This is an optimization exercise on Yosys and OpenROAD, whose aim is small area, not a production implementation. The RTL was checked by simulation tests, not by an equivalence proof against the original design. Power is estimated from default activity; no workload was simulated.

**flow/config.mk**
```make
export PLATFORM = sky130hd
export DESIGN_NAME = transceiver
export DESIGN_NICKNAME = transceiver
export VERILOG_FILES = /design/flow/design.v
export SDC_FILE = /design/flow/constraint.sdc
export NUM_CORES = 4
export LEC_CHECK = 0
export CAP_MARGIN = 20
export CORE_MARGIN = 2
export CORE_UTILIZATION = 40
export SLEW_MARGIN = 20
```
**flow/constraint.sdc**
```tcl
create_clock -name core_clock -period 20.0 [get_ports {clk}]
set_input_delay 4.0000 -clock core_clock [delete_from_list [all_inputs] [get_ports {clk}]]
set_output_delay 4.0000 -clock core_clock [all_outputs]
set_load 0.01 [all_outputs]
```
**flow/design.v**
```verilog
module uart_rx #(
  parameter CLOCKS_PER_PULSE = 5208,  
            BITS_PER_WORD    = 8
)(
  input  logic clk,
  input  logic rstn,
  input  logic rx,
  output logic m_valid,
  output logic [BITS_PER_WORD-1:0] m_data
);
  localparam PACKET_SIZE = BITS_PER_WORD + 2;   
  typedef enum logic [1:0] {IDLE, START, DATA, STOP} state_t;
  state_t state;
  logic [$clog2(CLOCKS_PER_PULSE)-1:0] c_clocks;
  logic [$clog2(BITS_PER_WORD)-1:0]    c_bits;
  logic [BITS_PER_WORD-1:0]            shift_reg;
  always_ff @(posedge clk or negedge rstn) begin
    if (!rstn) begin
      state      <= IDLE;
      c_clocks   <= 0;
      c_bits     <= 0;
      shift_reg  <= 0;
      m_data     <= 0;
      m_valid    <= 0;
    end else begin
      m_valid <= 0;   
      case (state)
        IDLE: if (rx == 0) begin
          state    <= START;
          c_clocks <= 0;
        end
        START: if (c_clocks == CLOCKS_PER_PULSE / 2 - 1) begin
          c_clocks <= 0;
          c_bits   <= 0;
          state    <= DATA;
        end else begin
          c_clocks <= c_clocks + 1;
        end
        DATA: if (c_clocks == CLOCKS_PER_PULSE - 1) begin
          c_clocks <= 0;
          shift_reg <= {rx, shift_reg[BITS_PER_WORD-1:1]};   
          if (c_bits == BITS_PER_WORD - 1) begin
            state <= STOP;
          end else begin
            c_bits <= c_bits + 1;
          end
        end else begin
          c_clocks <= c_clocks + 1;
        end
        STOP: if (c_clocks == CLOCKS_PER_PULSE - 1) begin
          c_clocks <= 0;
          m_data   <= shift_reg;
          m_valid  <= 1;
          state    <= IDLE;
        end else begin
          c_clocks <= c_clocks + 1;
        end
      endcase
    end
  end
endmodule
module uart_tx #(
  parameter CLOCKS_PER_PULSE = 5208,                 
            BITS_PER_WORD    = 8,
            PACKET_SIZE      = BITS_PER_WORD + 5      
)(
  input  logic clk,
  input  logic rstn,
  input  logic s_valid,
  input  logic [BITS_PER_WORD-1:0] s_data,
  output logic tx,
  output logic s_ready
);
  localparam END_BITS = PACKET_SIZE - BITS_PER_WORD - 1;  
  typedef enum logic {IDLE, SEND} state_t;
  state_t state;
  logic [PACKET_SIZE-1:0] s_packet;
  logic [PACKET_SIZE-1:0] s_packet_reg;
  logic [$clog2(PACKET_SIZE)-1:0] c_bits;
  logic [$clog2(CLOCKS_PER_PULSE)-1:0] c_clocks;
  always_comb begin
    s_packet = { {END_BITS{1'b1}}, s_data, 1'b0 };  
  end
  assign tx = s_packet_reg[0];
  always_ff @(posedge clk or negedge rstn) begin
    if (!rstn) begin
      state         <= IDLE;
      s_packet_reg  <= '1;  
      c_bits        <= 0;
      c_clocks      <= 0;
    end else begin
      case (state)
        IDLE: begin
          if (s_valid) begin
            s_packet_reg <= s_packet;
            c_bits       <= 0;
            c_clocks     <= 0;
            state        <= SEND;
          end
        end
        SEND: begin
          if (c_clocks == CLOCKS_PER_PULSE - 1) begin
            c_clocks <= 0;
            if (c_bits == PACKET_SIZE - 1) begin
              state        <= IDLE;
              s_packet_reg <= '1;  
            end else begin
              c_bits       <= c_bits + 1;
              s_packet_reg <= s_packet_reg >> 1;  
            end
          end else begin
            c_clocks <= c_clocks + 1;
          end
        end
        default: state <= IDLE;
      endcase
    end
  end
  assign s_ready = (state == IDLE);
endmodule
module uart #(
  parameter CLOCKS_PER_PULSE = 5208,   
            BITS_PER_WORD    = 8
)(
  input  logic clk,
  input  logic rstn,
  input  logic s_valid,      						 
  input  logic [BITS_PER_WORD-1:0] s_data,	 
  output logic s_ready,								 
  output logic tx,
  input  logic rx,
  output logic m_valid,								 
  output logic [BITS_PER_WORD-1:0] m_data		 
);
  uart_tx #(
    .CLOCKS_PER_PULSE(CLOCKS_PER_PULSE),
    .BITS_PER_WORD(BITS_PER_WORD)
  ) tx_inst (
    .clk(clk),
    .rstn(rstn),
    .s_valid(s_valid),
    .s_data(s_data),
    .tx(tx),
    .s_ready(s_ready)
  );
  uart_rx #(
    .CLOCKS_PER_PULSE(CLOCKS_PER_PULSE),
    .BITS_PER_WORD(BITS_PER_WORD)
  ) rx_inst (
    .clk(clk),
    .rstn(rstn),
    .rx(rx),
    .m_valid(m_valid),
    .m_data(m_data)
  );
endmodule 
`timescale 1ns / 1ps
module sequence_detector_0110(
    input logic clk,
    input logic reset,
    input  logic en,            
    input logic data_in,
    output logic detected
);
    typedef enum logic [2:0] {
        IDLE  = 3'b000,    
        S0    = 3'b001,    
        S01   = 3'b010,    
        S011  = 3'b011,    
        S0110 = 3'b100     
    } state_t;
    state_t current_state, next_state;
    always_ff @(posedge clk) begin
        if (reset) begin
            current_state <= IDLE;
        end else if (en) begin
            current_state <= next_state;
        end
    end
    always_comb begin
        next_state = current_state;
        case (current_state)
            IDLE: begin
                if (data_in == 1'b0) begin
                    next_state = S0;
                end else begin
                    next_state = IDLE;
                end
            end
            S0: begin
                if (data_in == 1'b1) begin
                    next_state = S01;
                end else begin
                    next_state = S0;   
                end
            end
            S01: begin
                if (data_in == 1'b1) begin
                    next_state = S011;
                end else begin
                    next_state = S0;   
                end
            end
            S011: begin
                if (data_in == 1'b0) begin
                    next_state = S0110;   
                end else begin
                    next_state = IDLE;   
                end
            end
            S0110: begin
                if (data_in == 1'b0) begin
                    next_state = S0;
                end else begin
                    next_state = IDLE;
                end
            end
            default: begin
                next_state = IDLE;
            end
        endcase
    end
    always_comb begin
        detected = (current_state == S0110);
    end
endmodule
`timescale 1ns / 1ps
module overlapping_sequence_detector_0110(
    input logic clk,
    input logic reset,
	 input logic en,
    input logic data_in,
    output logic detected
);
    typedef enum logic [2:0] {
        IDLE  = 3'b000,    
        S0    = 3'b001,    
        S01   = 3'b010,    
        S011  = 3'b011,    
        S0110 = 3'b100     
    } state_t;
    state_t current_state, next_state;
    always_ff @(posedge clk) begin
        if (reset) begin
            current_state <= IDLE;
        end else if (en) begin
            current_state <= next_state;
        end
    end
    always_comb begin
        next_state = current_state;  
        case (current_state)
            IDLE: begin
                if (data_in == 1'b0) begin
                    next_state = S0;
                end else begin
                    next_state = IDLE;
                end
            end
            S0: begin
                if (data_in == 1'b1) begin
                    next_state = S01;
                end else begin
                    next_state = S0;   
                end
            end
            S01: begin
                if (data_in == 1'b1) begin
                    next_state = S011;
                end else begin
                    next_state = S0;   
                end
            end
            S011: begin
                if (data_in == 1'b0) begin
                    next_state = S0110;   
                end else begin
                    next_state = IDLE;   
                end
            end
            S0110: begin
                if (data_in == 1'b0) begin
                    next_state = S0;
                end else begin
                    next_state = S01;
                end
            end
            default: begin
                next_state = IDLE;
            end
        endcase
    end
    always_comb begin
        detected = (current_state == S0110);
    end
endmodule
module transceiver #(
    parameter CLOCKS_PER_PULSE = 5208,
    BITS_PER_WORD    = 8
) (
    input logic clk,
    input logic rstn,
    input logic mode_in,
    input  logic rx,
    output logic tx,
    output logic [7:0] led_detected
);
  logic m_valid;
  logic [7:0] m_data;
  logic s_valid, s_ready;
  logic [7:0] s_data;
  logic o_seq_detected, no_seq_detected, out;
  logic mode, mode_in_q;
  uart #(
      .CLOCKS_PER_PULSE(CLOCKS_PER_PULSE),
      .BITS_PER_WORD(BITS_PER_WORD)
  ) uart_inst (
      .clk(clk),
      .rstn(rstn),
      .s_valid(s_valid),
      .s_data(s_data),
      .s_ready(s_ready),
      .tx(tx),
      .rx(rx),
      .m_valid(m_valid),
      .m_data(m_data)
  );
  logic sym_bit, sym_en;
  always_ff @(posedge clk or negedge rstn) begin
    if (!rstn) begin
      sym_bit <= 1'b0;
      sym_en  <= 1'b0;
    end else begin
      sym_en <= m_valid;   
      if (m_valid) sym_bit <= m_data[0];
      else sym_bit <= sym_bit;   
    end
  end
  sequence_detector_0110 u_no_overlap (
      .clk     (clk),
      .reset   (!rstn),
      .en      (sym_en),           
      .data_in (sym_bit),
      .detected(no_seq_detected)
  );
  overlapping_sequence_detector_0110 u_overlap (
      .clk     (clk),
      .reset   (!rstn),
      .en      (sym_en),          
      .data_in (sym_bit),
      .detected(o_seq_detected)
  );
  always_comb begin
    case (mode)
      1'b0: out = no_seq_detected;
      1'b1: out = o_seq_detected;
    endcase
  end
  assign led_detected = {8{out}};   
  always_ff @(posedge clk or negedge rstn) begin
    if (!rstn) begin
      s_valid <= 0;
      s_data  <= 0;
    end else begin
      if (out && s_ready) begin
        s_data  <= 8'h44;   
        s_valid <= 1;
      end else begin
        s_valid <= 0;
      end
    end
  end
  always_ff @(posedge clk or negedge rstn) begin
    if (!rstn) begin
      mode      <= 1'b0;
      mode_in_q <= 1'b1;   
    end else begin
      if (!mode_in && mode_in_q) begin   
        mode <= ~mode;                   
      end
		mode_in_q <= mode_in;               
    end
  end
endmodule
```
**flow/run.sh**
```bash
#!/bin/bash
# synth_recipe.tcl (not shown) runs the flow's synth.tcl, then flattens the netlist and writes it again
# the make line also repeats each setting of config.mk as NAME=value (left out here)
make -C /OpenROAD-flow-scripts/flow DESIGN_CONFIG=/design/flow/config.mk WORK_HOME=/design/flow/orfs CLKGATE_MAP_FILE= SYNTH_SCRIPT=/design/flow/synth_recipe.tcl finish
```
==> flow_summary.ini, run 1 <==
[route]
first_pass_iters = 4
drt-total-wl_mm = 6.55
routed-via-count = 2637
drc = 0
drt_iter0_drc = 79
via_per_inst = 5.41
antenna_left = 0
wl_per_cell_microns = 13.5

[finish]
area_growth_pct = 8.27
antennaDiodeCount = 0
nets = 388
fin_util_pct = 45.1
drive_gt1_share_pct = 15.6

[synthesis]
synth_ff_type = dfrtp_1
synthArstFlopShare_pct = 91.5
synth_area_per_cell_sq_um = 9.78
syn-num-nets = 387
synth_area_sq_mm = 0.00365
yosys_warnings = 5
ys_ff_latch = 71
synthCells = 373
ys_seq_area_share_pct = 48.4
synth_edf_count = 0
yosysUniqueCellTypes = 52

[worst_setup_path]
crit_end = led_detected[2]
crit_fanout = 9
rr_endpoint = uart_inst.rx_inst.c_clocks[6]$_DFFE_PN0P_
worstSetupStartpoint = u_no_overlap.current_state[2]$_SDFFE_PN0P_
path_class = reg2out
rr_worst_depth = 6
crit_required_ns = 16.00
endpoint_kind = primary output
r2r_setup_slack_ns = 17.29
startpoint_type = flop
timing.rr.start = uart_inst.rx_inst.c_clocks[1]$_DFFE_PN0P_
worstPathArrival_ns = 2.08

[sta]
rsz0062_at_grt = false
tightest_slew_ns = 0.930
hold_violations = 0
timing.final.crit_share_pct = 30.4
worst_slew_margin_rel_pct = 37.8
max_freq_mhz = 165
setup_violations = 0
period_needed_ns = 6.08
fin_skew_ns = 0.0143
setup-tns-final_ns = 0
maxSlewViolCount = 0

[flow_run]
drv_cap = 0

[global_routing]
track_usage_pct = 14.5
grt_max_degree = 68
grt_pass1_wl_mm = 11.7
antenna_found_initial = 0
grt_overflow_total = 0
grt_pass1_vias = 2479

[floorplanning]
core_area_sq_mm = 0.00876
die_y_microns = 99.5
ios = 13
start_util_pct = 41.6
die_x_microns = 99.5
rows = 34
die-area_sq_mm = 0.00990

[clock_tree]
tritoncts = done
clock_sinks = 71
cts-resized-gates = 0
cts_buffer_depth = 2
insertion_delay_ns = 0.34
ctsHoldBuffers = 0
cts.root.buffer_cell = clkbuf_8
post_cts_buffers = 0
cts_made_buffers = 9
clkTransAtPathRegs_ns = 0.07
h-tree-depth = 3

[min_path]
hp-class = reg2reg
holdCritStartpoint = uart_inst.rx_inst.m_valid$_DFF_PN0_

[place]
portBuffers = 12
hpwl_mm = 4.31
gp_congestion = 0.783

[pwr]
ir_drop_v = 0.0000319
power.density_mw_per_mm2 = 69.9
p_leak_nw = 1.65

[run_status]
status = complete, no violations
[synth_stat cells, types with 4 or more instances]
cell | n | area share (%)
dfrtp_1 | 51 | 35
nand2_1 | 46 | 4.7
o21ai_0 | 37 | 5.1
nor2_1 | 22 | 2.3
nand3_1 | 16 | 2.2
a31oi_1 | 14 | 2.4
dfstp_2 | 14 | 10
a21oi_1 | 13 | 1.8
mux2_2 | 13 | 4.0
inv_1 | 12 | 1.2
clkbuf_1 | 11 | 1.1
ha_1 | 10 | 3.4
buf_4 | 9 | 1.9
nor3_1 | 9 | 1.2
nand2b_1 | 8 | 1.4
and2_1 | 7 | 1.2
dfxtp_1 | 6 | 3.3
o22ai_1 | 6 | 1.0
and3_1 | 5 | 0.86
xnor2_1 | 5 | 1.2
nor2b_1 | 4 | 0.69
o31ai_1 | 4 | 0.82
xor2_1 | 4 | 0.96
[logic make-up after synthesis]
kind of cell	share of synthesized area (%)
adder cells (fa/ha/maj)	3.43
buffers and inverters	5.11
AND/OR/NAND/NOR	20.0
flip-flops	48.4
multiplexers	4.56
AO/OA/AOI/OAI	16.3
XOR/XNOR	2.16
[layer usage]
| layer | vias up | track usage [%] | wire length, microns |
|---|---|---|---|
| li1 | 1334 | - | - |
| met1 | 1264 | 20.8 | 3440 |
| met2 | 32 | 21.3 | 2850 |
| met3 | 7 | 3.65 | 191 |
| met4 | 0 | 5.06 | 66 |
| met5 | - | 0 | 0 |
[through the flow]
stage               power [mW]  hold WS [ns]  setup slack, ns  area [sq um]  cells
floorplan                0.173         0.362            14.50          3650    373
CTS                      0.280         0.387            13.46          3940    487
finish                   0.276         0.383            13.92          3950    487
global route             0.291         0.402            13.72          3950    487
detailed placement       0.180         0.372            13.84          3780    471
global placement         0.180         0.367            13.96          3780    471
[worst max-delay path, cell delays in order (launching register included)]
cell	delay [ns]
dfxtp_1	0.31
inv_1	0.09
o41ai_2	0.68
clkdlybuf4s50_1	0.67
[layout by cell type (no fill, tap or decap), types with 12 or more instances in the layout]
cell type,netlist,layout
a21oi_1,13,13
a31oi_1,14,14
dfrtp_1,51,51
dfstp_2,14,14
inv_1,12,12
mux2_2,13,13
nand2_1,46,46
nand3_1,16,16
nor2_1,22,22
o21ai_0,37,37
[power breakdown]
group	switching, mW	internal (mW)	total (mW)
combinational	0.0107	0.00806	0.0187
sequential	0.00774	0.151	0.159
clock	0.0536	0.0446	0.0982
total	0.0720	0.204	0.276
[layout make-up]
cell class,instances,area (sq um)
fillers,830,4810
flip-flops and latches,71,1760
multi-input cells,266,1710
well taps,108,135
repair buffers,14,130
clock buffers,10,128
inverters,12,45.0
clock inverters,6,37.5
[worst min-delay path by stage]
stage | endpoint | slack [ns] | cells after the start
4_1_cts | sym_en$_DFF_PN0_ | 0.39 | 0
5_1_grt | sym_en$_DFF_PN0_ | 0.40 | 0
3_5_place_dp | sym_en$_DFF_PN0_ | 0.37 | 0
2_1_floorplan | sym_en$_DFF_PN0_ | 0.36 | 0
3_3_place_gp | sym_en$_DFF_PN0_ | 0.37 | 0
6_report | sym_en$_DFF_PN0_ | 0.38 | 0
==> run 2: changes to the inputs <==
==> flow/design.v (replaced) <==
module transceiver (
    input  logic       clk,
    input  logic       rstn,
    input  logic       mode_in,
    input  logic       rx,
    output logic       tx,
    output logic [7:0] led_detected
);
  localparam logic [15:0] RX_START  = 16'h0280;   
  localparam logic [15:0] RX_SAMPLE = 16'ha40e;   
  logic [15:0] rq;
  logic        r_idle, r_fb, r_go;
  logic        bit0, step;
  assign r_idle = ~|rq[14:0];   
  assign r_go   = r_idle & ~rx;
  assign r_fb   = (rq[15] ^ rq[13] ^ rq[9] ^ rq[4]) & ~r_idle;
  always_ff @(posedge clk or negedge rstn) begin
    if (!rstn) rq <= '0;
    else       rq <= {rq[14:0], r_fb} | (r_go ? RX_START : 16'h0);
  end
  always_ff @(posedge clk) begin
    step <= r_idle & rq[15];              
    if (rq == RX_SAMPLE) bit0 <= rx;      
  end
  localparam logic [2:0] A = 3'd0,   
                         B = 3'd1,   
                         C = 3'd2,   
                         D = 3'd3,   
                         E = 3'd4,   
                         F = 3'd5,   
                         G = 3'd6,   
                         H = 3'd7;   
  logic [2:0] ds, ds_n;
  always_comb begin
    case (ds)
      A: ds_n = bit0 ? A : B;
      B: ds_n = bit0 ? C : B;
      C: ds_n = bit0 ? D : B;
      D: ds_n = bit0 ? A : E;
      E: ds_n = bit0 ? F : B;
      F: ds_n = bit0 ? G : B;
      G: ds_n = bit0 ? A : H;
      default: ds_n = bit0 ? C : B;   
    endcase
  end
  always_ff @(posedge clk or negedge rstn) begin
    if (!rstn)     ds <= A;
    else if (step) ds <= ds_n;
  end
  logic mode, mode_q, out;
  always_ff @(posedge clk or negedge rstn) begin
    if (!rstn) begin
      mode   <= 1'b0;
      mode_q <= 1'b1;
    end else begin
      if (!mode_in && mode_q) mode <= ~mode;
      mode_q <= mode_in;
    end
  end
  assign out = (ds == E) | (mode & (ds == H));
  assign led_detected = {8{out}};
  localparam logic [12:0] TX_START = 13'h0027;   
  localparam logic [3:0] T_IDLE0 = 4'd0, T_IDLE1 = 4'd1,
                         T_B0 = 4'd2;   
  logic [12:0] cq;
  logic        c_end, c_fb, c_load;
  logic [3:0]  ts, ts_n;
  assign c_end  = ~|cq[11:0] & ~cq[12];
  assign c_fb   = (cq[12] ^ cq[3]) & ~(~|cq[11:0]);
  assign c_load = (ts == T_IDLE1) | (c_end & (ts != T_IDLE0) & (ts != 4'd14));
  always_ff @(posedge clk or negedge rstn) begin
    if (!rstn) cq <= '0;
    else       cq <= {cq[11:0], c_fb} | (c_load ? TX_START : 13'h0);
  end
  always_comb begin
    ts_n = ts;
    if (ts == T_IDLE0) begin
      if (out) ts_n = T_IDLE1;
    end else if (ts == T_IDLE1) begin
      ts_n = T_B0;
    end else if (c_end) begin
      ts_n = (ts == 4'd14) ? T_IDLE0 : ts + 4'd1;
    end
  end
  always_ff @(posedge clk or negedge rstn) begin
    if (!rstn) ts <= T_IDLE0;
    else       ts <= ts_n;
  end
  always_comb begin
    case (ts)
      4'd2, 4'd3, 4'd4, 4'd6, 4'd7, 4'd8, 4'd10: tx = 1'b0;
      default: tx = 1'b1;
    endcase
  end
endmodule
==> flow_summary.ini, run 2 <==
[clock_tree]
clkTransAtPathRegs_ns = 0.07
tritoncts = done
ctsHoldBuffers = 0
h-tree-depth = 2
cts_buffer_depth = 2
post_cts_buffers = 0
cts.root.buffer_cell = clkbuf_8
insertion_delay_ns = 0.29
cts-resized-gates = 0
cts_made_buffers = 5
clock_sinks = 40

[synthesis]
synthCells = 126
synth_ff_type = dfrtp_1
synth_edf_count = 1
synthTopCellsByCount = dfrtp_1, buf_4, nand2_1
ys_ff_latch = 40
synth_most_common_cell = dfrtp_1
synth_area_sq_mm = 0.00157
synth_area_leader_cell = dfrtp_1
synth_top_cell_area_share_pct = 59.1
yosysUniqueCellTypes = 36
yosys_warnings = 1
syn-num-nets = 130
ys_seq_area_share_pct = 63.9
synth_area_per_cell_sq_um = 12.4
synthArstFlopShare_pct = 95.0
synth.top_cells.by_area = dfrtp_1, buf_4, o21bai_1, xnor2_1, o21ai_0

[finish]
stdcell_area_sq_mm = 0.00176
layout_commonest_cell = dfrtp_1
largest_register_ffs = 16
layout.cells.non_filler = 184
antennaDiodeCount = 0
final_cell_mix = dfrtp_1, clkdlybuf4s50_1, nand2_1
regMostFlops = rq
drive_gt1_share_pct = 9.56
regArea_sq_mm = 0.00100
multiInputGateArea_sq_um = 464
area_growth_pct = 12.1
nFillCells = 343
nets = 139

[flow_run]
drv_cap = 0

[place]
portBuffers = 12
placed_area_sq_mm = 0.00167
gp_congestion = 0.805
placed_cells = 176
hpwl_mm = 1.70

[worst_setup_path]
worstPathArrival_ns = 1.79
timing.rr.start = cq[6]$_DFF_PN0_
startpoint_type = flop
crit_fanout = 9
path_class = reg2out
crit_chain = and3_1, o21a_1, clkdlybuf4s50_1
worst_path_largest_cell_delay_ns = 0.58
endpoint_kind = primary output
r2r_setup_slack_ns = 18.07
crit_required_ns = 16.00
cpMaxStageDelayCell = clkdlybuf4s50_1
crit_buf_inv = 1
rr_worst_depth = 4
cp.depth = 3
worstSetupStartpoint = ds[1]$_DFFE_PN0P_
rr_endpoint = cq[0]$_DFF_PN0_
cp_top_family = buffers and inverters
crit_end = led_detected[6]

[sta]
maxSlewViolCount = 0
fin_skew_ns = 0.00680
setup-tns-final_ns = 0
max_freq_mhz = 173
hold_violations = 0
setup_violations = 0
worst_slew_margin_rel_pct = 68.7
period_needed_ns = 5.79
rsz0062_at_grt = false
whs_ns = 0.378
timing.final.crit_share_pct = 29.0
tightest_slew_ns = 0.465

[floorplanning]
ios = 13
die-area_sq_mm = 0.00444
start_util_pct = 42.2
core_area_sq_mm = 0.00372
rows = 22
die_y_microns = 66.6
die_x_microns = 66.6

[pwr]
netSwitchingFraction_pct = 30.4
power.density_mw_per_mm2 = 123
p_comb_share_pct = 19.7
p_leak_nw = 0.763
p_int_mw = 0.150
sequentialPowerShare_pct = 55.6
clkPwrFrac_pct = 24.7
ir_drop_v = 0.0000494
fin_total_pwr_mw = 0.216
p_sw_mw = 0.0658

[global_routing]
track_usage_pct = 13.6
use_met3_pct = 5.74
grt_pass1_vias = 933
grt_pass1_wl_mm = 4.40
met2_usage_pct = 20.6
grt_max_degree = 39
grt_overflow_total = 0
antenna_found_initial = 0
busiest_layer = met2
grt_use_met1_pct = 17.2

[route]
wl_per_cell_microns = 13.3
drc = 0
via_per_inst = 5.10
antenna_left = 0
first_pass_iters = 5
drt_iter0_drc = 44
routed-via-count = 939
drt-total-wl_mm = 2.44

[run_status]
status = complete, no violations

[min_path]
hp-class = reg2reg
==> run 2: changes by cell type in the layout (fill, tap and decap cells not counted), sizes merged, moves of 11 or more <==
cell   before  now
a31oi      14    0
dfrtp      51   37
dfstp      14    1
mux2       13    0
nand2      46    8
nand3      16    5
nor2       22    5
o21ai      38    7
==> run 2: how the worst min path moves through the flow <==
| stage | depth (start not counted) | slack, ns | from | end |
|---|---|---|---|---|
| 2_1_floorplan | 0 | 0.35 | cq[5]$_DFF_PN0_ | cq[6]$_DFF_PN0_ |
| 3_3_place_gp | 0 | 0.36 | rq[12]$_DFF_PN0_ | rq[13]$_DFF_PN0_ |
| 3_5_place_dp | 0 | 0.37 | cq[9]$_DFF_PN0_ | cq[10]$_DFF_PN0_ |
| 4_1_cts | 0 | 0.38 | cq[2]$_DFF_PN0_ | cq[3]$_DFF_PN0_ |
| 5_1_grt | 0 | 0.38 | cq[2]$_DFF_PN0_ | cq[3]$_DFF_PN0_ |
| 6_report | 0 | 0.38 | cq[2]$_DFF_PN0_ | cq[3]$_DFF_PN0_ |
==> run 2: power groups by stage <==
| stage | Clock, mW | Sequential, mW | Combinational [mW] |
|---|---|---|---|
| detailed placement | 0 | 0.122 | 0.0432 |
| global placement | 0 | 0.121 | 0.0426 |
| CTS | 0.0563 | 0.121 | 0.0434 |
| finish | 0.0535 | 0.120 | 0.0426 |
| floorplan | 0 | 0.116 | 0.0439 |
| global route | 0.0604 | 0.125 | 0.0485 |
==> run 2: final cells by class <==
cell class | count | area share, %
clock inverter | 2 | 0.569
inverter | 3 | 0.641
tap | 48 | 3.42
multi-input combinational | 72 | 26.4
clock buffer | 6 | 4.70
timing repair buffer | 13 | 7.26
sequential | 40 | 57.0
==> run 2: through the flow <==
stage          utilization [%]  worst slack, ns
3_5_place_dp              44.8            14.51
5_1_grt                   47.3            14.06
3_3_place_gp              44.8            14.57
6_report                  47.3            14.21
4_1_cts                   47.3            14.18
2_1_floorplan                -            15.02
==> run 2: worst reg2reg max path: cells and delay by family, from the launching register on <==
family          cells  cell delay, ns
flops               1            0.39
compound gates      2            0.45
simple gates        2            1.01
==> run 2: cells by family after synthesis <==
kind of cell	share of synthesized area (%)
xor+xnor	3.35
flops	63.9
compound gates	12.8
mux	0.638
buf+inv	6.46
simple gates	12.8
==> run 2: routing by layer <==
| metal | wire, microns | share of wire, % |
|---|---|---|
| met5 | 0 | 0 |
| met4 | 45 | 1.8 |
| met3 | 105 | 4.3 |
| met2 | 1140 | 47 |
| met1 | 1150 | 47 |

what the ideal ports hide:
In the flow no input, the clock included, has a driving cell. The finished layouts below were timed again as built, in two steps. Step 1 sets driving cells, clkbuf_16 on the clock port and buf_2 on the other inputs (assumed; they add their load-dependent delay and slew). Step 2 times the ports against the registers' clock, not the clock port: input delays grow and output delays shrink by t, the midpoint of the rising clock arrivals with the driver on. a / b / c = ideal / step 1 / step 2; a / b = the first two.
run	t (ns)	setup slack, ns	worst hold slack (ns)	clock arrival spread, ns	worst data-port slew with drivers (ns)
run 1	0.364	13.921 / 13.892 / 14.256	0.383 / 0.383 / 0.383	0.014 / 0.015	0.03
run 2	0.308	14.205 / 14.181 / 14.490	0.378 / 0.378 / 0.378	0.007 / 0.007	0.03
After both steps setup and hold are still met in every run listed.
